From an optimization exercise on the open Yosys and OpenROAD flow, aimed at small area, a short achievable clock period and few clock cycles per item; shortcuts taken in it are not production practice. Where RTL was checked, it was by simulation tests only, not by an equivalence proof against the original. For run 1, only the layout was checked, not whether the RTL still works.

==> flow/design.v, too long to show whole: its modules and the start of the top module <==
// module SNN: 3095 lines
module SNN(
	clk,
	rst_n,
	in_valid,
	img,
	ker,
	weight,
	out_valid,
	out_data
);
  // ...
==> flow/flow/run.sh <==
#!/bin/bash
# Standard ORFS layout with two changes: the ports are buffered with buf_2, and
# after the standard synthesis the inverters that extract_fa leaves around
# full adders are removed by choosing each full adder's polarity (invopt.py).
set -euo pipefail
export BUFFER_PORTS_ARGS="-buffer_cell sky130_fd_sc_hd__buf_2"
bash standard.sh synth > synth.log 2>&1
NET=orfs/results/sky130hd/SNN/base/1_2_yosys.v
cp "$NET" synth_netlist_before_invopt.log
python3 flow/invopt.py "$NET" > invopt.log 2>&1
bash standard.sh > standard.log 2>&1
==> flow/flow/invopt.py <==
#!/usr/bin/env python3
"""Remove inverters around full adders in a flat gate-level netlist.

A full adder is self-dual: FA(~a,~b,~c) = (~cout, ~sum).  Yosys' extract_fa
leaves many inverters between full-adder cells.  This pass chooses, for each
fa cell, whether to implement it in complemented polarity so that the number
of inverters needed is minimal, then rewrites the netlist.  The logic
function of every port and register input is unchanged.

usage: invopt.py netlist.v [out.v]
"""
import re, sys, random, collections, os

CELL_RE = re.compile(r'^(\s*)(sky130_fd_sc_hd__\w+)\s+(\S+)\s*\((.*?)\);\n', re.M | re.S)
PIN_RE = re.compile(r'\.(\w+)\(\s*((?:\\\S+\s*)|[^()]*?)\s*\)')
OUTPINS = {'X', 'Y', 'Q', 'Q_N', 'SUM', 'COUT', 'HI', 'LO'}
INV_TYPES = {'sky130_fd_sc_hd__inv_1'}


def fmt(net):
    return net + ' ' if net.startswith('\\') else net


def main():
    src = sys.argv[1]
    dst = sys.argv[2] if len(sys.argv) > 2 else src
    txt = open(src).read()
    mod_end = txt.rindex('endmodule')
    ports = set()
    for m in re.finditer(r'^\s*(input|output)\s+(\[[^\]]*\]\s*)?(\S+);', txt, re.M):
        ports.add(m.group(3))

    cells = []   # [type, name, {pin: net}, indent]
    for m in CELL_RE.finditer(txt):
        pins = {p: n.strip() for p, n in PIN_RE.findall(m.group(4))}
        cells.append([m.group(2), m.group(3), pins, m.group(1)])

    def base(net):
        return net.split('[')[0].strip().lstrip('\\')

    drv = {}
    loads = collections.defaultdict(list)
    for i, (t, n, p, _) in enumerate(cells):
        for pin, net in p.items():
            if pin in OUTPINS:
                drv[net] = (i, pin)
            else:
                loads[net].append((i, pin))

    # removable inverters: input and output internal nets
    removable = set()
    for i, (t, n, p, _) in enumerate(cells):
        if t in INV_TYPES:
            a, y = p['A'], p['Y']
            if base(a) in ports or base(y) in ports:
                continue
            removable.add(i)

    # resolve every net to (root net, polarity) through removable inverters
    root = {}
    def resolve(net):
        if net in root:
            return root[net]
        d = drv.get(net)
        if d is not None and d[0] in removable:
            r, pol = resolve(cells[d[0]][2]['A'])
            root[net] = (r, pol ^ 1)
        else:
            root[net] = (net, 0)
        return root[net]

    # load pins (non-removable cells) grouped by root net
    pinreq = collections.defaultdict(list)  # root -> [(cell, pin, pol)]
    for i, (t, n, p, _) in enumerate(cells):
        if i in removable:
            continue
        for pin, net in p.items():
            if pin in OUTPINS:
                continue
            r, pol = resolve(net)
            pinreq[r].append((i, pin, pol))

    isfa = [c[0].startswith('sky130_fd_sc_hd__fa_') for c in cells]
    # gates whose output polarity may be chosen: type -> (complement type, output pin map)
    PAIRS = [('and2_1', 'nand2_1', 6.256, 3.754), ('or2_1', 'nor2_1', 6.256, 3.754),
             ('xor2_1', 'xnor2_1', 8.758, 8.758), ('a21o_1', 'a21oi_1', 7.507, 5.005),
             ('o21a_1', 'o21ai_0', 7.507, 5.005), ('and3_1', 'nand3_1', 6.256, 5.005),
             ('or3_1', 'nor3_1', 6.256, 5.005), ('a22o_1', 'a22oi_1', 8.758, 7.507),
             ('o22a_1', 'o22ai_1', 8.758, 6.256), ('and4_1', 'nand4_1', 8.758, 6.256),
             ('or4_1', 'nor4_1', 7.507, 6.256), ('a211o_1', 'a211oi_1', 8.758, 7.507),
             ('o211a_1', 'o211ai_1', 10.010, 7.507), ('a31o_1', 'a31oi_1', 8.758, 6.256),
             ('o31a_1', 'o31ai_1', 8.758, 7.507), ('mux2_1', 'mux2i_1', 11.261, 10.010),
             ('or2b_1', 'nor2b_1', 7.507, 6.256), ('and2b_1', 'nand2b_1', 7.507, 6.256)]
    DUAL = {}
    AREA = {}
    for pos, neg, apos, aneg in PAIRS:
        P = 'sky130_fd_sc_hd__' + pos
        N = 'sky130_fd_sc_hd__' + neg
        DUAL[P] = (N, {'X': 'Y'})
        DUAL[N] = (P, {'Y': 'X'})
        AREA[P] = apos
        AREA[N] = aneg
    # o21ai_1 is flipped to o21a_1 (o21a_1 flips back to o21ai_0)
    DUAL['sky130_fd_sc_hd__o21ai_1'] = ('sky130_fd_sc_hd__o21a_1', {'Y': 'X'})
    AREA['sky130_fd_sc_hd__o21ai_1'] = 5.005
    INV_AREA = 3.754
    isgate = [False] * len(cells)
    for i, c in enumerate(cells):
        if c[0] in DUAL and i not in removable:
            outnet = [n for pin, n in c[2].items() if pin in OUTPINS][0]
            if base(outnet) not in ports:
                isgate[i] = True
    flip = [0] * len(cells)
    # root nets driven by fa cells
    rootdrv = {}
    for r in pinreq:
        d = drv.get(r)
        rootdrv[r] = d[0] if d is not None else None

    fa_roots = collections.defaultdict(set)   # flippable cell -> root nets it touches
    for r, lst in pinreq.items():
        d = rootdrv[r]
        if d is not None and (isfa[d] or isgate[d]):
            fa_roots[d].add(r)
        for (i, pin, pol) in lst:
            if isfa[i]:
                fa_roots[i].add(r)

    def gate_area(i):
        t = cells[i][0]
        return AREA[DUAL[t][0]] if flip[i] else AREA[t]

    def cost_root(r):
        d = rootdrv[r]
        fd = flip[d] if d is not None else 0
        need = 0
        for (i, pin, pol) in pinreq[r]:
            if pol ^ (flip[i] if isfa[i] else 0) ^ fd:
                need = 1
                break
        # a root whose driver was flipped but which feeds a port directly is handled
        # by the rewrite (it needs an inverter to the port); count it too
        return need

    fas = [i for i in range(len(cells)) if isfa[i] or isgate[i]]
    def cell_cost(i):
        return gate_area(i) if isgate[i] else 0.0
    def total_cost():
        return INV_AREA * sum(cost_root(r) for r in pinreq) + sum(cell_cost(i) for i in fas)
    area0 = total_cost()
    total0 = sum(cost_root(r) for r in pinreq)
    best = total0
    random.seed(int(os.environ.get('INVOPT_SEED', '1')))
    import math
    def local(i):
        return INV_AREA * sum(cost_root(r) for r in fa_roots[i]) + cell_cost(i)
    if os.environ.get('INVOPT_INIT') == 'inv':
        for i in fas:
            if isfa[i] or cells[i][0] == 'sky130_fd_sc_hd__and2_1':
                flip[i] = 1
    cur = total_cost()
    best_cost = cur
    best_flip = list(flip)
    n = len(fas)
    iters = int(os.environ.get('INVOPT_ITERS', '3000')) * n
    T0, T1 = float(os.environ.get('INVOPT_T0', '3.0')), 0.01
    for k in range(iters):
        T = T0 * (T1 / T0) ** (k / iters)
        i = fas[random.randrange(n)]
        before = local(i)
        flip[i] ^= 1
        after = local(i)
        d = after - before
        if d <= 0 or random.random() < math.exp(-d / T):
            cur += d
            if cur < best_cost - 1e-9:
                best_cost = cur
                best_flip = list(flip)
        else:
            flip[i] ^= 1
    flip[:] = best_flip
    # final greedy clean-up
    improved = True
    while improved:
        improved = False
        for i in fas:
            before = local(i)
            flip[i] ^= 1
            if local(i) < before - 1e-9:
                improved = True
            else:
                flip[i] ^= 1
    total = sum(cost_root(r) for r in pinreq)

    # nets that are outputs of cells we keep and are connected to ports need care:
    # a flipped fa never drives a port net directly (check)
    for i in fas:
        if flip[i] and isfa[i]:
            for pin in ('SUM', 'COUT'):
                net = cells[i][2].get(pin)
                if net is not None and base(net) in ports:
                    flip[i] = 0
    total = sum(cost_root(r) for r in pinreq)

    # rewrite: new inverter per root that needs one
    newcells = []
    newwires = []
    invnet = {}
    k = 0
    for r, lst in pinreq.items():
        d = rootdrv[r]
        fd = flip[d] if d is not None else 0
        for (i, pin, pol) in lst:
            if pol ^ (flip[i] if isfa[i] else 0) ^ fd:
                if r not in invnet:
                    k += 1
                    nn = f'_invopt_n{k}_'
                    invnet[r] = nn
                    newwires.append(nn)
                    newcells.append(('sky130_fd_sc_hd__inv_1', f'_invopt_i{k}_', {'A': r, 'Y': nn}))
                cells[i][2][pin] = invnet[r]
            else:
                cells[i][2][pin] = r
    for i in fas:
        if isgate[i] and flip[i]:
            t = cells[i][0]
            nt, pm = DUAL[t]
            cells[i][0] = nt
            cells[i][2] = {pm.get(pin, pin): net for pin, net in cells[i][2].items()}
    # removed inverters: drop them
    out = []
    pos = 0
    idx = 0
    pieces = []
    last = 0
    for m, c in zip(CELL_RE.finditer(txt), cells):
        pieces.append(txt[last:m.start()])
        i = idx
        idx += 1
        last = m.end()
        if i in removable:
            continue
        t, n, p, ind = c
        body = ',\n'.join(f'{ind}  .{pin}({fmt(net)})' for pin, net in p.items())
        pieces.append(f'{ind}{t} {n} (\n{body}\n{ind});\n')
    tail = txt[last:]
    body = ''.join(pieces)
    # declare new wires right after the module header port declarations
    decl = ''.join(f'  wire {w};\n' for w in newwires)
    cellsrc = ''.join(f'  {t} {n} (\n' + ',\n'.join(f'    .{pin}({fmt(net)})' for pin, net in p.items()) + '\n  );\n' for t, n, p in newcells)
    ei = tail.rindex('endmodule')
    tail = tail[:ei] + cellsrc + tail[ei:]
    first_cell = body.find('sky130_fd_sc_hd__')
    # insert declarations before the first cell instance line
    line_start = body.rfind('\n', 0, first_cell) + 1
    body = body[:line_start] + decl + body[line_start:]
    open(dst, 'w').write(body + tail)
    print(f'invopt: flippable cells {len(fas)}, flipped {sum(flip[i] for i in fas)}, '
          f'removable inverters {len(removable)}, inverters before {total0} after {total}, '
          f'area of inverters+gates {area0:.1f} -> {total_cost():.1f}')


if __name__ == '__main__':
    main()
==> flow/standard.sh <==
#!/bin/bash
# synth_recipe.tcl (not shown) runs the flow's synth.tcl, then flattens the netlist and writes it again
# the make line also repeats each setting of config.mk as NAME=value (left out here)
make -C /OpenROAD-flow-scripts/flow DESIGN_CONFIG=/design/flow/config.mk WORK_HOME=/design/flow/orfs CLKGATE_MAP_FILE= SYNTH_SCRIPT=/design/flow/synth_recipe.tcl "${@:-finish}"
==> flow/config.mk <==
export PLATFORM = sky130hd
export DESIGN_NAME = SNN
export DESIGN_NICKNAME = SNN
export VERILOG_FILES = /design/flow/design.v
export SDC_FILE = /design/flow/constraint.sdc
export NUM_CORES = 4
export LEC_CHECK = 0
export CAP_MARGIN = 20
export CORE_MARGIN = 2
export CORE_UTILIZATION = 40
export CTS_CLUSTER_DIAMETER = 120
export CTS_CLUSTER_SIZE = 24
export SLEW_MARGIN = 20
==> flow/constraint.sdc <==
create_clock -name core_clock -period 16.0 [get_ports {clk}]
set_input_delay 3.2000 -clock core_clock [delete_from_list [all_inputs] [get_ports {clk}]]
set_output_delay 3.2000 -clock core_clock [all_outputs]
set_load 0.01 [all_outputs]
==> reports/qor.txt, run 1 <==
CELLS AND AREA
--------------------------------------------------------------------------
#MultiIn Comb                                                        1,917
Largest registers                                             conv: 20 flops, m2: 17 flops, mr: 17 flops
Number of antenna diodes                                                 1
Leading cell category by total area                           multi-input combinational cells
Fraction of layout instances using a drive strength above 1          3.85%
Final cell area excluding filler cells                         35,800 um^2
Most used cells in the layout excluding fill and tap cells    sky130_fd_sc_hd__fa_1 (663), sky130_fd_sc_hd__nand2_1 (594), sky130_fd_sc_hd__dfxtp_1 (303), sky130_fd_sc_hd__inv_1 (210), sky130_fd_sc_hd__ha_1 (178)

DRT
--------------------------------------------------------------------------
Total via count in the routed design                                19,700
Total length of routed met2 wires                                42,600 um
DRC errors left                                                          0
Uppermost routed layer                                                met4

WORST SETUP PATH
--------------------------------------------------------------------------
Worst EP required                                                 16.46 ns
Count of cells along the worst register-to-register path                19
Data arrival time at the worst-slack endpoint                      5.68 ns
Type of element capturing the critical path                           flop
Setup slack on the worst flop-to-flop path                        10.79 ns
Cell with the largest stage delay on the worst path           sky130_fd_sc_hd__or4_1
FF-to-FF Start                                                mr[11]$_DFF_P_
Cell Chain, Critical Path                                     ha_1, o21ai_1, a221oi_2, o2111ai_2, a21boi_2, and2_1, nand3_1, nor2_1, xor2_1, inv_1, fa_1, ha_1, or3_1, o22ai_1, xnor2_1, or4_1, nor3_1, a211o_2, a21boi_1

FLOORPLAN
--------------------------------------------------------------------------
Core region area                                               83,300 um^2
Die extent in x                                                     294 um

YOSYS
--------------------------------------------------------------------------
Synth Cell Area                                                33,500 um^2
Average instance area after synthesis                            12.7 um^2

RUN STATUS
--------------------------------------------------------------------------
Run status                                                    complete, no violations

WORST HOLD PATH
--------------------------------------------------------------------------
Hold Path Cell Cnt                                                       0
Origin of the worst min-delay path                            sr2[4]$_DFF_P_

STA
--------------------------------------------------------------------------
Part of the cycle the worst path needs                               32.6%
Final setup violation count                                              0
Least setup slack across all paths after layout                   10.79 ns
Hold violation total from the final report                               0
Slew Viols, Final                                                        0

CLOCK NETWORK
--------------------------------------------------------------------------
Master cell of the clock root buffer                          sky130_fd_sc_hd__clkbuf_16
Count of hold-fix buffers inserted at cts                                0

GLOBAL ROUTE
--------------------------------------------------------------------------
Met2 track utilization from global routing                           35.1%

==> run 2, diff against run 1 <==
--- a/flow/design.v
+++ b/flow/design.v
@@ -16,33 +16,34 @@
 input [7:0] weight;
 output reg out_valid;
 output reg [9:0] out_data;
 reg v_r;
 reg [2:0] x, ym;
 reg im;
 reg [7:0] img_r, sr0, sr1, sr2, sr3, sr4, sr5, sr6, sr7, sr8, sr9, sr10, sr11, sr12;
 reg [7:0] k0, k1, k2, k3, k4, k5, k6, k7, k8;
-reg [7:0] wr0, wr1, wr2, wr3;
+reg [7:0] w_in, wr0, wr1, wr2, wr3;
 always @(posedge clk or negedge rst_n) begin
   if (!rst_n) v_r <= 1'b0;
   else v_r <= in_valid;
 end
 always @(posedge clk) begin
   if (in_valid) begin
     if (!v_r) begin x <= 3'd0; ym <= 3'd0; im <= 1'b0; end
     else if (x == 3'd5) begin
       x <= 3'd0;
       if (ym == 3'd5) begin ym <= 3'd0; im <= ~im; end
       else ym <= ym + 3'd1;
     end else x <= x + 3'd1;
   end
 end
 always @(posedge clk) begin
     img_r <= img;
+    w_in <= weight;
     sr0 <= img_r;
     sr1 <= sr0;
     sr2 <= sr1;
     sr3 <= sr2;
     sr4 <= sr3;
     sr5 <= sr4;
     sr6 <= sr5;
     sr7 <= sr6;
@@ -50,63 +51,67 @@
     sr9 <= sr8;
     sr10 <= sr9;
     sr11 <= sr10;
     sr12 <= sr11;
 end
 wire first = in_valid & ~v_r;
 wire row0 = v_r & ~im & (ym == 3'd0);
 wire row1 = v_r & ~im & (ym == 3'd1);
-reg op0, op1, op2, op3, e2, e3;
+reg op0, op1, op2, op3, e2, e3, h;
 wire opany = op0 | op1 | op2 | op3;
-wire wshift = first | (row0 & (x <= 3'd2)) | opany;
+wire wshift = (row0 & (x <= 3'd3)) | opany;
 always @(posedge clk) begin
   if (first) k0 <= ker;
   if (row0 && x == 3'd0) k1 <= ker;
   if (row0 && x == 3'd1) k2 <= ker;
   if (row0 && x == 3'd2) k3 <= ker;
   if (row0 && x == 3'd3) k4 <= ker;
   if (row0 && x == 3'd4) k5 <= ker;
   if (row0 && x == 3'd5) k6 <= ker;
   if (row1 && x == 3'd0) k7 <= ker;
   if (row1 && x == 3'd1) k8 <= ker;
   if (wshift) begin
     wr0 <= wr1; wr1 <= wr2; wr2 <= wr3;
-    wr3 <= opany ? wr0 : weight;
+    wr3 <= opany ? wr0 : w_in;
   end
 end
 reg cv, qv;
 reg [1:0] cr, cc, qr, qc;
-reg cim, qim, opr, oim, epr, eim;
+reg cim, qim, opr, oim, epr, eim, hk, hpr;
 always @(posedge clk or negedge rst_n) begin
   if (!rst_n) begin cv <= 1'b0; qv <= 1'b0; op0 <= 1'b0; op1 <= 1'b0; op2 <= 1'b0; op3 <= 1'b0;
-    e2 <= 1'b0; e3 <= 1'b0; end
+    e2 <= 1'b0; e3 <= 1'b0; h <= 1'b0; end
   else begin
     cv <= v_r & (x >= 3'd2) & (ym >= 3'd2);
     qv <= cv;
     op0 <= qv & qr[0] & (qc == 2'd1);
     op1 <= op0;
     op2 <= qv & qr[0] & (qc == 2'd3);
     op3 <= op2;
     e2 <= op2;
     e3 <= op3;
+    h <= (e2 | e3) & eim;
   end
 end
 always @(posedge clk) begin
   cr <= ym[1:0] - 2'd2; cc <= x[1:0] - 2'd2; cim <= im;
   qr <= cr; qc <= cc; qim <= cim;
   if (op0) begin opr <= qr[1]; oim <= qim; end
   epr <= opr; eim <= oim;
+  hk <= e3; hpr <= epr;
 end
 reg [19:0] conv;
-reg [7:0] q;
+reg [7:0] qa, qb;
+reg qcin;
 reg [7:0] pm0, pm1;
 reg [16:0] mr, m2;
 reg [7:0] f0, f1, f2, f3;
 reg [9:0] dsum;
+reg [7:0] dif;
 wire hs_1;
 wire hc_2;
 assign hs_1 = ~(~(sr12[0] & k0[7]) ^ ~(sr12[1] & k0[6]));
 assign hc_2 = ~(sr12[0] & k0[7]) | ~(sr12[1] & k0[6]);
 wire fs_3;
 wire fc_4;
 assign fs_3 = ~(sr12[0] & k0[5]) ^ ~(sr12[1] & k0[4]) ^ ~(sr12[2] & k0[3]);
 assign fc_4 = (~(sr12[0] & k0[5]) & ~(sr12[1] & k0[4])) | (~(sr12[0] & k0[5]) & ~(sr12[2] & k0[3])) | (~(sr12[1] & k0[4]) & ~(sr12[2] & k0[3]));
@@ -2826,18 +2831,19 @@
 wire hs_1299;
 wire hc_1300;
 assign hs_1299 = conv[17] ^ hc_1258;
 assign hc_1300 = conv[17] & hc_1258;
 wire hs_1301;
 wire hc_1302;
 assign hs_1301 = conv[18] ^ 1'b1;
 assign hc_1302 = conv[18] & 1'b1;
-wire [21:0] divq;
-assign divq = {hs_1301, hs_1299, fs_1297, fs_1295, fs_1293, fs_1291, fs_1289, fs_1287, fs_1285, fs_1283, fs_1281, fs_1279, fs_1277, fs_1275, fs_1273, fs_1271, fs_1269, fs_1267, fs_1265, fs_1263, fs_1261, hs_1219} + {hc_1300, fc_1298, fc_1296, fc_1294, fc_1292, fc_1290, fc_1288, fc_1286, fc_1284, fc_1282, fc_1280, fc_1278, fc_1276, fc_1274, fc_1272, fc_1270, fc_1268, fc_1266, fc_1264, fc_1262, hc_1260, hs_1259};
+wire [21:0] dva = {hs_1301, hs_1299, fs_1297, fs_1295, fs_1293, fs_1291, fs_1289, fs_1287, fs_1285, fs_1283, fs_1281, fs_1279, fs_1277, fs_1275, fs_1273, fs_1271, fs_1269, fs_1267, fs_1265, fs_1263, fs_1261, hs_1219};
+wire [21:0] dvb = {hc_1300, fc_1298, fc_1296, fc_1294, fc_1292, fc_1290, fc_1288, fc_1286, fc_1284, fc_1282, fc_1280, fc_1278, fc_1276, fc_1274, fc_1272, fc_1270, fc_1268, fc_1266, fc_1264, fc_1262, hc_1260, hs_1259};
+wire [14:0] dvlow = {1'b0, dva[13:0]} + {1'b0, dvb[13:0]};
 wire hs_1303;
 wire hc_1304;
 assign hs_1303 = ~(~(pm0[0] & wr0[5]) ^ ~(pm0[1] & wr0[4]));
 assign hc_1304 = ~(pm0[0] & wr0[5]) | ~(pm0[1] & wr0[4]);
 wire fs_1305;
 wire fc_1306;
 assign fs_1305 = ~(pm0[0] & wr0[6]) ^ ~(pm0[1] & wr0[5]) ^ ~(pm0[2] & wr0[4]);
 assign fc_1306 = (~(pm0[0] & wr0[6]) & ~(pm0[1] & wr0[5])) | (~(pm0[0] & wr0[6]) & ~(pm0[2] & wr0[4])) | (~(pm0[1] & wr0[5]) & ~(pm0[2] & wr0[4]));
@@ -3054,41 +3060,41 @@
 assign fs_1411 = fc_1362 ^ fs_1385 ^ fc_1384;
 assign fc_1412 = (fc_1362 & fs_1385) | (fc_1362 & fc_1384) | (fs_1385 & fc_1384);
 wire fs_1413;
 wire fc_1414;
 assign fs_1413 = ~(pm0[7] & wr0[7]) ^ ~m2[14] ^ fc_1386;
 assign fc_1414 = (~(pm0[7] & wr0[7]) & ~m2[14]) | (~(pm0[7] & wr0[7]) & fc_1386) | (~m2[14] & fc_1386);
 wire [16:0] mac_nx;
 assign mac_nx = {~(~m2[16]), ~(~m2[15]), ~(fs_1413), ~(fs_1411), ~(fs_1409), ~(fs_1407), ~(fs_1405), ~(fs_1403), ~(fs_1401), ~(fs_1399), ~(fs_1397), ~(fs_1395), ~(fs_1393), ~(fs_1391), ~(fs_1389), ~(~m2[1]), ~(~(pm0[0] & wr0[0]))} + {1'b0, ~(fc_1414), ~(fc_1412), ~(fc_1410), ~(fc_1408), ~(fc_1406), ~(fc_1404), ~(fc_1402), ~(fc_1400), ~(fc_1398), ~(fc_1396), ~(fc_1394), ~(fc_1392), ~(fc_1390), ~(hc_1388), ~(hs_1387), ~(~m2[0])};
-wire [7:0] qn = divq[21:14];
+wire [7:0] q = qa + qb + {7'd0, qcin};
 wire q_gt0 = q > pm0;
 wire q_gt1 = q > pm1;
 wire pfirst = !qr[0] && !qc[0];
 wire [16:0] fsum = {1'b0, mr[16:1]} + {9'd0, mr[16:9]} + 17'd1;
 wire [7:0] fcv = fsum[15:8];
-wire last = e3 & eim & epr;
-wire [9:0] dbase = (epr | e3) ? dsum : 10'd0;
-wire [9:0] tot_a = dbase + {2'd0, f0} - {2'd0, fcv};
-wire [9:0] tot_b = dbase + {2'd0, fcv} - {2'd0, f0};
-wire [9:0] tot = (f0 >= fcv) ? tot_a : tot_b;
+wire last = h & hpr & hk;
+wire [9:0] tot = ((hpr | hk) ? dsum : 10'd0) + {2'd0, dif};
 always @(posedge clk) begin
   conv <= conv_nx;
-  q <= qn;
+  qa <= dva[21:14];
+  qb <= dvb[21:14];
+  qcin <= dvlow[14];
   if (qv) begin
     if (!qc[1]) pm0 <= (pfirst || q_gt0) ? q : pm0;
     else if (qr[0] && qc[0]) pm0 <= q_gt1 ? q : pm1;   
     else        pm1 <= (pfirst || q_gt1) ? q : pm1;
   end
   mr <= mac_nx;
   m2 <= (op1 | op2) ? mr : 17'd0;
   if (e2 | e3) begin
     f0 <= f1; f1 <= f2; f2 <= f3; f3 <= fcv;
   end
-  if ((e2 | e3) & eim) dsum <= tot;
+  dif <= (f0 > fcv) ? f0 - fcv : fcv - f0;
+  if (h) dsum <= tot;
 end
 always @(posedge clk or negedge rst_n) begin
   if (!rst_n) begin out_valid <= 1'b0; out_data <= 10'd0; end
   else begin
     out_valid <= last;
     out_data <= (last & (tot >= 10'd16)) ? tot : 10'd0;
   end
 end
==> flow/config.mk (replaced) <==
export PLATFORM = sky130hd
export DESIGN_NAME = SNN
export DESIGN_NICKNAME = SNN
export VERILOG_FILES = /design/flow/design.v
export SDC_FILE = /design/flow/constraint.sdc
export NUM_CORES = 4
export LEC_CHECK = 0
export CAP_MARGIN = 20
export CORE_MARGIN = 2
export CORE_UTILIZATION = 55
export CTS_CLUSTER_DIAMETER = 120
export CTS_CLUSTER_SIZE = 24
export SLEW_MARGIN = 20
==> reports/qor.txt, run 2 <==
RUN STATUS
-----------------------------------------------------------------------------------------------
Run status                                                                         complete, no violations   unchanged

CELLS AND AREA
-----------------------------------------------------------------------------------------------
Most common cell after layout, fill and taps aside                                 sky130_fd_sc_hd__fa_1   unchanged
NumNets Final                                                                             3,510   was 3,554
Final cell area excluding filler cells                                              35,400 um^2   was 35,800 um^2
Most used cells in the layout excluding fill and tap cells                         sky130_fd_sc_hd__fa_1 (653), sky130_fd_sc_hd__nand2_1 (584), sky130_fd_sc_hd__dfxtp_1 (330), sky130_fd_sc_hd__inv_1 (201), sky130_fd_sc_hd__edfxtp_1 (171)   was sky130_fd_sc_hd__fa_1 (663), sky130_fd_sc_hd__nand2_1 (594), sky130_fd_sc_hd__dfxtp_1 (303), sky130_fd_sc_hd__inv_1 (210), sky130_fd_sc_hd__ha_1 (178)
Area of combinational cells with multiple inputs                                    20,500 um^2   was 21,000 um^2
Register area                                                                       12,200 um^2   was 11,700 um^2
Register with the most flip-flops                                                          conv   unchanged
Largest registers                                                                  conv: 20 flops, m2: 17 flops, mr: 17 flops   unchanged
Number of antenna diodes                                                                      0   was 1
Fraction of layout instances using a drive strength above 1                               3.66%   was 3.85%
Count of placed standard cells in the final layout, fillers left out                      3,463   was 3,785
Growth of design area from synthesis to finish                                            5.53%   was 6.85%
Number of flip-flops under the largest register name                                         20   unchanged
Fill cell count                                                                           4,913   was 7,658
Layout Utilization                                                                        58.7%   was 43.0%

CLOCK NETWORK
-----------------------------------------------------------------------------------------------
Inserted Clock Buffers                                                                       25   unchanged
H-tree lvl count                                                                              1   unchanged
Master cell of the clock root buffer                                               sky130_fd_sc_hd__clkbuf_16   unchanged
Clock Sink Count                                                                            521   was 493
Number of setup buffers added after CTS                                                       0   unchanged
Clock input transition at the sequential cells of the worst setup and hold paths        0.10 ns   about the same
Worst-skew pair later-pin latency                                                       0.59 ns   was 0.61 ns
Worst-case clock buffer depth                                                                 3   unchanged
Count of hold-fix buffers inserted at cts                                                     0   unchanged
Clock tree from TritonCTS                                                                 built   unchanged
Quantity of gates resized following cts                                                       0   unchanged

DRT
-----------------------------------------------------------------------------------------------
Initial detailed-routing violation count                                                  1,640   was 1,409
Number of iterations in the first detailed-routing pass                                       7   was 8
Average vias per placed instance                                                           5.65   was 5.19
Routed wire length                                                                    84,700 um   was 84,000 um
DRC errors left                                                                               0   unchanged
Average detailed-routed wire length per instance                                        24.4 um   was 22.2 um
Total via count in the routed design                                                     19,600   was 19,700
Number of nets with antenna violations after routing                                          0   unchanged

FLOORPLAN
-----------------------------------------------------------------------------------------------
Core region area                                                                    60,400 um^2   was 83,300 um^2
Die Outline Area                                                                    63,100 um^2   was 86,200 um^2
Die Height                                                                               251 um   was 294 um
Die extent in x                                                                          251 um   was 294 um
Effective utilization at floorplan                                                        55.6%   was 40.3%
Cell Rows                                                                                    90   was 106
Total I/O pin count                                                                          38   unchanged

PLACE
-----------------------------------------------------------------------------------------------
Placer congestion estimate                                                                0.934   was 0.958
Port Buffer Count                                                                            37   unchanged
Post-Place Cells                                                                          3,420   was 3,739
Placed wire-length estimate                                                           70,500 um   was 69,900 um
Area of placed instances                                                            34,700 um^2   was 35,000 um^2

WORST SETUP PATH
-----------------------------------------------------------------------------------------------
Worst setup startpoint                                                             mr[11]$_DFF_P_   unchanged
Type of element capturing the critical path                                                flop   unchanged
Kind of start point of the critical path                                                   flop   unchanged
End of the worst register-to-register path                                         dif[5]$_DFF_P_   was out_data[0]$_DFF_PN0_
Startpoint-to-endpoint class of the critical path                                  flop to flop   unchanged
FF-to-FF Start                                                                     mr[11]$_DFF_P_   unchanged
Worst EP required                                                                      16.52 ns   was 16.46 ns
End point of the critical path                                                     dif[5]$_DFF_P_   was out_data[0]$_DFF_PN0_
Max Fanout on Critical Path                                                                  10   was 5
Data arrival time at the worst-slack endpoint                                           5.45 ns   was 5.68 ns
Count of cells along the worst register-to-register path                                     18   was 19
Setup slack on the worst flop-to-flop path                                             11.07 ns   was 10.79 ns

GLOBAL ROUTE
-----------------------------------------------------------------------------------------------
Pin count of the biggest net entering global routing                                         34   unchanged
Met2 track utilization from global routing                                                43.6%   was 35.1%
Highest-utilization routing layer at the global route stage                                met2   unchanged
Remaining global-route overflow                                                               0   unchanged
Met3 routing resource usage after global routing                                          3.55%   was 2.66%
Tot GR Track Use                                                                          28.1%   was 20.2%
Antenna violations before repair                                                              1   was 2
Wire length of the first global-routing pass                                         131,000 um   was 132,000 um
Vias in the first global route                                                           21,600   was 22,500
Global-route track usage on met1                                                          41.4%   was 25.5%

STA
-----------------------------------------------------------------------------------------------
Time the final worst path needs with I/O delays and setup                               4.93 ns   was 5.21 ns
Final setup violation count                                                                   0   unchanged
Part of the cycle the worst path needs                                                    30.8%   was 32.6%
Relative max-transition margin                                                            33.7%   was 43.8%
Clock Skews                                                                           0.0243 ns   was 0.0268 ns
Worst Max-Slew Pin Slew                                                                0.995 ns   was 0.842 ns
RSZ-0062 raised after global routing                                                         no   unchanged
Hold violation total from the final report                                                    0   unchanged
Slew Viols, Final                                                                             0   unchanged
Sum of negative setup slack                                                                0 ns   unchanged
Upper clock frequency limit                                                             203 MHz   was 192 MHz

WORST HOLD PATH
-----------------------------------------------------------------------------------------------
Class of the most critical hold timing path                                        flop to flop   unchanged

JOB
-----------------------------------------------------------------------------------------------
Max Cap Violations                                                                            0   unchanged

YOSYS
-----------------------------------------------------------------------------------------------
Synth Cell Area                                                                     33,600 um^2   was 33,500 um^2
Syn_nets                                                                                  3,454   was 3,498
Synthesis warning total                                                                       1   unchanged
Average instance area after synthesis                                                 12.9 um^2   was 12.7 um^2
Gate count after technology mapping                                                       2,609   was 2,630

## run 2: area by class of cell
type	instances	share of cell area (%)
Clock inverter	2	0.0424
Timing Repair Buffer	41	0.607
Inverter	201	2.13
Multi-Input combinational cell	1875	58.0
Sequential cell	521	34.5
Tap cell	782	2.76
Clock buffer	41	1.96
## run 2: worst min path at each step
stage	start	end	slack, ns	depth (start not counted)
final	sr3[1]$_DFF_P_	sr4[1]$_DFF_P_	0.33	0
after global routing	sr9[7]$_DFF_P_	sr10[7]$_DFF_P_	0.33	0
after global placement	sr9[6]$_DFF_P_	sr10[6]$_DFF_P_	0.31	0
after detailed placement	sr1[6]$_DFF_P_	sr2[6]$_DFF_P_	0.31	0
after floorplan	epr$_DFF_P_	hpr$_DFF_P_	0.31	0
after CTS	sr3[1]$_DFF_P_	sr4[1]$_DFF_P_	0.33	0
## run 2: critical path: stages (launching register included)
cell	delay, ns
sky130_fd_sc_hd__dfxtp_1	0.44
sky130_fd_sc_hd__ha_1	0.29
sky130_fd_sc_hd__a21oi_1	0.15
sky130_fd_sc_hd__a21boi_1	0.08
sky130_fd_sc_hd__a2111oi_0	0.57
sky130_fd_sc_hd__nor2_1	0.11
sky130_fd_sc_hd__o21ai_0	0.17
sky130_fd_sc_hd__nand2b_1	0.12
sky130_fd_sc_hd__xor2_1	0.22
sky130_fd_sc_hd__ha_1	0.19
sky130_fd_sc_hd__inv_1	0.06
sky130_fd_sc_hd__fa_1	0.41
sky130_fd_sc_hd__a21o_1	0.19
sky130_fd_sc_hd__a21oi_1	0.19
sky130_fd_sc_hd__o22ai_1	0.11
sky130_fd_sc_hd__o22ai_1	0.78
sky130_fd_sc_hd__mux2_1	0.40
sky130_fd_sc_hd__a211oi_2	0.25
sky130_fd_sc_hd__xnor2_1	0.13
## run 2: stage by stage
stage,setup WS [ns],hold slack (ns)
global placement,11.15,0.310
CTS,11.09,0.333
detailed placement,11.14,0.312
floorplan,11.61,0.310
finish,11.07,0.333
global route,10.69,0.332
## run 2: per-layer routing
layer / routed length, um / vias up
li1: - / 8372
met1: 36200 / 10200
met2: 38900 / 802
met3: 6070 / 160
met4: 3450 / 0
met5: 0 / -
Testbench counts of run 2, summed over its fixed seeds: cycles 38,400, items 480.
==> run 3, diff against run 2 <==
--- a/flow/config.mk
+++ b/flow/config.mk
@@ -9,3 +9,3 @@
 export CORE_MARGIN = 2
-export CORE_UTILIZATION = 55
+export CORE_UTILIZATION = 40
 export CTS_CLUSTER_DIAMETER = 120
==> reports/qor.txt, run 3 <==
WORST SETUP PATH
-----------------------------------------------------------------------------------------------
Cell with the largest stage delay on the worst path                                sky130_fd_sc_hd__fa_1   was sky130_fd_sc_hd__o22ai_1
Type of element capturing the critical path                                                flop   unchanged
Worst path max stage delay                                                              0.67 ns   was 0.78 ns
Cell Chain, Critical Path                                                          nand2_1, fa_1, fa_1, fa_1, fa_1, fa_1, fa_1, fa_1   was ha_1, a21oi_1, a21boi_1, a2111oi_0, nor2_1, o21ai_0, nand2b_1, xor2_1, ha_1, inv_1, fa_1, a21o_1, a21oi_1, o22ai_1, o22ai_1, mux2_1, a211oi_2, xnor2_1
Kind of start point of the critical path                                                   flop   unchanged
Max Fanout on Critical Path                                                                   8   was 10
Data arrival time at the worst-slack endpoint                                           5.15 ns   was 5.45 ns
Worst EP required                                                                      16.51 ns   was 16.52 ns
Startpoint-to-endpoint class of the critical path                                  flop to flop   unchanged
Cell repeated most along the worst path                                            sky130_fd_sc_hd__fa_1

CELLS AND AREA
-----------------------------------------------------------------------------------------------
Fraction of layout instances using a drive strength above 1                               3.87%   was 3.66%
Growth of design area from synthesis to finish                                            6.96%   was 5.53%
Register with the most flip-flops                                                          conv   unchanged
Most common cell after layout, fill and taps aside                                 sky130_fd_sc_hd__fa_1   unchanged
Fill cell count                                                                           7,538   was 4,913
Number of flip-flops under the largest register name                                         20   unchanged
NumNets Final                                                                             3,511   was 3,510
Most used cells in the layout excluding fill and tap cells                         sky130_fd_sc_hd__fa_1 (653), sky130_fd_sc_hd__nand2_1 (584), sky130_fd_sc_hd__dfxtp_1 (330), sky130_fd_sc_hd__inv_1 (201), sky130_fd_sc_hd__edfxtp_1 (171)   unchanged
Largest registers                                                                  conv: 20 flops, m2: 17 flops, mr: 17 flops   unchanged
Count of placed standard cells in the final layout, fillers left out                      3,766   was 3,463

YOSYS
-----------------------------------------------------------------------------------------------
Gate count after technology mapping                                                       2,609   unchanged
Syn_nets                                                                                  3,454   unchanged
Synth Cell Area                                                                     33,600 um^2   unchanged
Synthesis warning total                                                                       1   unchanged
Average instance area after synthesis                                                 12.9 um^2   unchanged

DRT
-----------------------------------------------------------------------------------------------
Number of iterations in the first detailed-routing pass                                       5   was 7
Average vias per placed instance                                                           5.16   was 5.65
Average detailed-routed wire length per instance                                        21.8 um   was 24.4 um
DRC errors left                                                                               0   unchanged
Total via count in the routed design                                                     19,400   was 19,600
Routed wire length                                                                    82,000 um   was 84,700 um
Number of nets with antenna violations after routing                                          0   unchanged
Initial detailed-routing violation count                                                  1,453   was 1,640

FLOORPLAN
-----------------------------------------------------------------------------------------------
Cell Rows                                                                                   106   was 90
Total I/O pin count                                                                          38   unchanged
Die extent in x                                                                          294 um   was 251 um
Die Outline Area                                                                    86,300 um^2   was 63,100 um^2
Die Height                                                                               294 um   was 251 um
Core region area                                                                    83,400 um^2   was 60,400 um^2
Effective utilization at floorplan                                                        40.3%   was 55.6%

CLOCK NETWORK
-----------------------------------------------------------------------------------------------
Count of hold-fix buffers inserted at cts                                                     0   unchanged
Clock tree from TritonCTS                                                                 built   unchanged
Quantity of gates resized following cts                                                       0   unchanged
Clock input transition at the sequential cells of the worst setup and hold paths        0.10 ns   about the same
H-tree lvl count                                                                              1   unchanged
Clock Sink Count                                                                            521   unchanged
Worst-skew pair later-pin latency                                                       0.63 ns   was 0.59 ns
Number of setup buffers added after CTS                                                       0   unchanged
Inserted Clock Buffers                                                                       27   was 25
Master cell of the clock root buffer                                               sky130_fd_sc_hd__clkbuf_16   unchanged
Worst-case clock buffer depth                                                                 3   unchanged

RUN STATUS
-----------------------------------------------------------------------------------------------
Run status                                                                         complete, no violations   unchanged

STA
-----------------------------------------------------------------------------------------------
Hold violation total from the final report                                                    0   unchanged
Upper clock frequency limit                                                             216 MHz   was 203 MHz
Sum of negative setup slack                                                                0 ns   unchanged
Clock Skews                                                                           0.0353 ns   was 0.0243 ns
Final setup violation count                                                                   0   unchanged
Relative max-transition margin                                                            44.8%   was 33.7%
Time the final worst path needs with I/O delays and setup                               4.64 ns   was 4.93 ns
Part of the cycle the worst path needs                                                    29.0%   was 30.8%
Slew Viols, Final                                                                             0   unchanged
Worst Max-Slew Pin Slew                                                                0.826 ns   was 0.995 ns
RSZ-0062 raised after global routing                                                         no   unchanged

GLOBAL ROUTE
-----------------------------------------------------------------------------------------------
Wire length of the first global-routing pass                                         129,000 um   was 131,000 um
Tot GR Track Use                                                                          19.7%   was 28.1%
Vias in the first global route                                                           22,000   was 21,600
Pin count of the biggest net entering global routing                                         34   unchanged
Remaining global-route overflow                                                               0   unchanged
Antenna violations before repair                                                              2   was 1

PLACE
-----------------------------------------------------------------------------------------------
Placer congestion estimate                                                                0.946   was 0.934
Port Buffer Count                                                                            37   unchanged
Post-Place Cells                                                                          3,717   was 3,420
Placed wire-length estimate                                                           68,500 um   was 70,500 um

WORST HOLD PATH
-----------------------------------------------------------------------------------------------
Class of the most critical hold timing path                                        flop to flop   unchanged

JOB
-----------------------------------------------------------------------------------------------
Max Cap Violations                                                                            0   unchanged

## run 3: cell count changes in the layout (fill, tap and decap cells not counted), sizes merged
cell    previous run  this run
buf               41        40
diode              0         1
clkinv             0         1
inv              203       206
clkbuf            41        42
## run 3: path summary, 6_finish.rpt
kind / startpoint / to / slack, ns / depth (start not counted)
hold reg to reg: sr9[4]$_DFF_P_ / sr10[4]$_DFF_P_ / 0.31 / 0
setup reg to reg: k1[4]$_DFFE_PP_ / sa_7_0$_DFF_P_ / 11.36 / 8
hold / removal: sr9[4]$_DFF_P_ / sr10[4]$_DFF_P_ / 0.31 / 0
setup / recovery: k1[4]$_DFFE_PP_ / sa_7_0$_DFF_P_ / 11.36 / 8
max in group asynchronous: rst_n / e3$_DFF_PN0_ / 13.13 / 1
min in group asynchronous: rst_n / v_r$_DFF_PN0_ / 2.52 / 1
## run 3: per-layer routing
layer  global-route usage (%)  wire length, um  up-vias
li1                         -                -     8392
met1                     25.3            32300    10200
met2                     33.6            40600      698
met3                     2.13             4580      178
met4                     9.33             4420        0
met5                        0                0        -
## run 3: metrics by stage
stage / worst slack [ns] / cell area [um^2] / hold slack [ns] / util, %
6_report: 11.36 / 35900 / 0.315 / 43.1
5_1_grt: 10.98 / 35900 / 0.325 / 43.1
4_1_cts: 11.06 / 35900 / 0.318 / 43.0
3_5_place_dp: 11.09 / 35100 / 0.312 / 42.1
3_3_place_gp: 11.21 / 35100 / 0.311 / 42.1
2_1_floorplan: 11.61 / 33600 / 0.310 / -
## run 3: layout make-up
cell class | instances | area [um^2] | area share (%)
multi-input cells | 1875 | 20500 | 57.2
flip-flops and latches | 521 | 12200 | 34.1
well taps | 1080 | 1350 | 3.76
inverters | 201 | 754 | 2.10
clock buffers | 42 | 732 | 2.04
repair buffers | 40 | 208 | 0.578
clock inverters | 6 | 83.8 | 0.233
diodes | 1 | 2.50 | 0.00697
## run 3: worst max-delay path, delay by kind of cell (launching register included)
kind / cells / cell delay, ns
adders and majority gates: 7 / 3.76
DFF: 1 / 0.62
and+or+nand+nor: 1 / 0.15

[port drivers added, routing unchanged]
No port has a modelled driver above. Below, the same layouts with a new extraction and two added sets of constraints.
Step 1, drivers: a clkbuf_16 drives clk and a buf_2 each remaining input, both assumed.
Step 2 adds t to the input delays and takes it off the output delays; t is the mean of the earliest and latest rising clock arrival at the registers after step 1. Input paths then give back, and output paths get back, about the clock's delay inside the block.
Slacks: ideal / step 1 / step 2; pairs: ideal / step 1.
| run | t (ns) | setup WS [ns] | worst slew at a driven data input, ns |
|---|---|---|---|
| run 1 | 0.661 | 10.788 / 10.788 / 10.788 | 0.08 |
| run 2 | 0.646 | 11.072 / 11.072 / 11.072 | 0.07 |
| run 3 | 0.679 | 11.362 / 11.362 / 11.362 | 0.09 |
After both steps every run listed still meets setup and hold.
